From an optimization exercise on the open Yosys and OpenROAD flow, aimed at small area; shortcuts taken in it are not production practice.
In this exercise RTL edits were held to simulation tests only and were not proved equivalent to the original.
No activity file was given, so power comes from the tool's default toggle rates.

run a:
Design DMAC, start of the top module:
module DMAC #(
    parameter AXI_ID_WD   = 2,
    parameter AXI_DATA_WD = 32,
    parameter AXI_ADDR_WD = 32,
    parameter AXI_STRB_WD = 4
)(
    input                      AXI_ACLK,
    input                      AXI_ARESETN,
    input                      cmd_valid,
    input  [AXI_ADDR_WD-1 : 0] cmd_addr,
    input  [AXI_ID_WD-1   : 0] cmd_id,
    input  [1 : 0]             cmd_burst,
    input  [2 : 0]             cmd_size,
    input  [AXI_ADDR_WD-1 : 0] cmd_len,
    output                     cmd_ready,
    output                     cmd_abort,
    output [AXI_ADDR_WD-1 : 0] AXI_AWADDR,
    output [AXI_ID_WD-1   : 0] AXI_AWID,
    output [1 : 0]             AXI_AWBURST,
    output [2 : 0]             AXI_AWSIZE,
    output [7 : 0]             AXI_AWLEN,
    output                     AXI_AWVALID,
    input                      AXI_AWREADY,
    output [AXI_DATA_WD-1 : 0] AXI_WDATA,
    output [AXI_STRB_WD-1 : 0] AXI_WSTRB,
    output                     AXI_WLAST,
    output                     AXI_WVALID,
    input                      AXI_WREADY,
    input  [AXI_ID_WD-1   : 0] AXI_BID,
    input  [1 : 0]             AXI_BRESP,
    input                      AXI_BVALID,
    output                     AXI_BREADY,
    output [AXI_ADDR_WD-1 : 0] AXI_ARADDR,
    output [AXI_ID_WD-1   : 0] AXI_ARID,
    output [1 : 0]             AXI_ARBURST,
    output [2 : 0]             AXI_ARSIZE,
    output [7 : 0]             AXI_ARLEN,
    output                     AXI_ARVALID,
    input                      AXI_ARREADY,
    input  [AXI_DATA_WD-1 : 0] AXI_RDATA,
    input                      AXI_RLAST,
    input  [AXI_ID_WD-1   : 0] AXI_RID,
    input  [1 : 0]             AXI_RRESP,
    input                      AXI_RVALID,
    output                     AXI_RREADY
);
wire w_cmd_ready, r_cmd_ready;
wire w_cmd_abort, r_cmd_abort;
assign cmd_ready = w_cmd_ready && r_cmd_ready;
  ...
export LEC_CHECK = 0
export CAP_MARGIN = 20
export CORE_MARGIN = 2
export CORE_UTILIZATION = 40
export SLEW_MARGIN = 20
create_clock -name core_clock -period 6.5 [get_ports {AXI_ACLK}]
standard.sh (not shown) runs the stock make flow with config.mk's settings and CLKGATE_MAP_FILE= SYNTH_SCRIPT=/design/flow/synth_recipe.tcl, a recipe that flattens the netlist after the stock synthesis.
==> flow/flow/run.sh <==
#!/bin/bash
set -euo pipefail
export BUFFER_PORTS_ARGS="-buffer_cell sky130_fd_sc_hd__buf_1"
bash standard.sh > standard_flow.log 2>&1
Changes in run b relative to run a:
==> flow/run.sh (new file) <==
#!/bin/bash
# synth_recipe.tcl (not shown) runs the flow's synth.tcl, then flattens the netlist and writes it again
# the make line also repeats each setting of config.mk as NAME=value (left out here)
make -C /OpenROAD-flow-scripts/flow DESIGN_CONFIG=/design/flow/config.mk WORK_HOME=/design/flow/orfs CLKGATE_MAP_FILE= SYNTH_SCRIPT=/design/flow/synth_recipe.tcl finish
removed: flow/flow/run.sh
removed: flow/standard.sh
## What came out
Compared with run a, run b is the more power-hungry design.
Comparing number of global-route vias before repair for run b and run a, the smaller number came from run a.
The length of routed wiring on met1 reported for run b is greater than that of run a by 1.0%.
Final worst slack on run b is behind run a.
Fill cell instance count of the final layout down 6.9% in run b wrt run a
Looking only at final design area excluding fillers, and setting everything else aside, the higher value of run b and run a goes to run b.
Via count went down slightly going from run a to run b.
Comparing run a with run b, the remaining design rule violation count came out essentially unchanged.
Run a has a higher met3 wire length than run b.
Between run b and run a, the final critical-path share of the clock period is higher for run b.
Global-route usage: run b vs run a up 0.50 points


Another version of the RTL of DMAC (not shown whole).
export LEC_CHECK = 0
export CAP_MARGIN = 20
export CORE_MARGIN = 2
export CORE_UTILIZATION = 40
export SLEW_MARGIN = 20
create_clock -name core_clock -period 6.5 [get_ports {AXI_ACLK}]
==> flow/flow/run.sh <==
#!/bin/bash
set -euo pipefail
export MY_WORK="$PWD"
export MY_ABC_SCRIPT="$PWD/flow/abc_area.script"
export MY_ABC_D=6500
export BUFFER_PORTS_ARGS="-buffer_cell sky130_fd_sc_hd__buf_1"
# clock tree: the standard arguments, without dummy loads
export CTS_ARGS="-sink_clustering_enable -repair_clock_nets -dont_use_dummy_load -buf_list sky130_fd_sc_hd__clkbuf_8"
if [[ -f flow/env.sh ]]; then source flow/env.sh; fi
sed "s#SYNTH_SCRIPT=[^ ]*#SYNTH_SCRIPT=$PWD/flow/synth.tcl#" standard.sh > my_standard.sh
bash my_standard.sh > flow_make.log 2>&1
==> flow/flow/abc_area.script <==
strash
&get -n
&deepsyn -T 30
&put
&get -n
&dch -f
&nf -R 1000
&put
==> flow/flow/synth.tcl <==
# synth_recipe.tcl (the standard synthesis) with ABC's mapping script and delay target replaced.
proc abc {args} {
  set out {}
  set skip 0
  foreach a $args {
    if {$skip} { set skip 0; continue }
    if {$a eq "-script" || $a eq "-D"} { set skip 1; continue }
    lappend out $a
  }
  set out [linsert $out 0 -script $::env(MY_ABC_SCRIPT)]
  lappend out -D $::env(MY_ABC_D)
  puts "abc override: $out"
  yosys abc {*}$out
}
source $::env(MY_WORK)/synth_recipe.tcl
The starting point passed the timing, design-rule and antenna checks.
==> next run, changes <==
==> flow/flow/run.sh (replaced) <==
#!/bin/bash
set -euo pipefail
export MY_WORK="$PWD"
export MY_ABC_SCRIPT="$PWD/flow/abc_area.script"
export MY_ABC_D=6500
export BUFFER_PORTS_ARGS="-buffer_cell sky130_fd_sc_hd__buf_1"
sed "s#SYNTH_SCRIPT=[^ ]*#SYNTH_SCRIPT=$PWD/flow/synth.tcl#" standard.sh > my_standard.sh
bash my_standard.sh > flow_make.log 2>&1
- CTS_BUF_LIST: not set -> sky130_fd_sc_hd__clkbuf_8
Result: Fmax came out higher by 0.40%. Die area does not change. Hold slack hardly moves. Power increases by 7.4%. Worst setup slack gains 0.021 ns. Sequential power barely changes. Critical path depth does not change. Final area went up by 1.6%. Clock skew falls by 0.011 ns. Via count is higher by 0.48%.

## separate check: timing with driven ports
In the flow no input, the clock included, has a driving cell. The finished layouts below were timed again as built, in two steps. Step 1 (the two cells are an assumption about what drives the block):
set clk [get_ports {AXI_ACLK}]
set_driving_cell -lib_cell sky130_fd_sc_hd__clkbuf_16 $clk
set_driving_cell -lib_cell sky130_fd_sc_hd__buf_2 [delete_from_list [all_inputs] $clk]
Step 2 times the ports against the registers' clock, not the clock port: input delays grow and output delays shrink by t, the midpoint of the rising clock arrivals with the driver on. a / b / c = ideal / step 1 / step 2; a / b = the first two.
| run | shift t [ns] | slack for setup (ns) | worst setup path at the end |
|---|---|---|---|
| run a | 0.467 | 1.024 / 1.016 / 0.550 | input to register |
| run b | 0.464 | 0.774 / 0.799 / 0.336 | input to register |
| the first run of note 2 | 0.478 | 1.187 / 1.197 / 0.720 | input to register |
| the second run of note 2 | 0.477 | 1.209 / 1.219 / 0.742 | input to register |
After both steps setup and hold are still met in every run listed. For run a, which loses most, drivers alone change the setup slack by -0.008 ns; drivers and shift together by -0.474 ns.
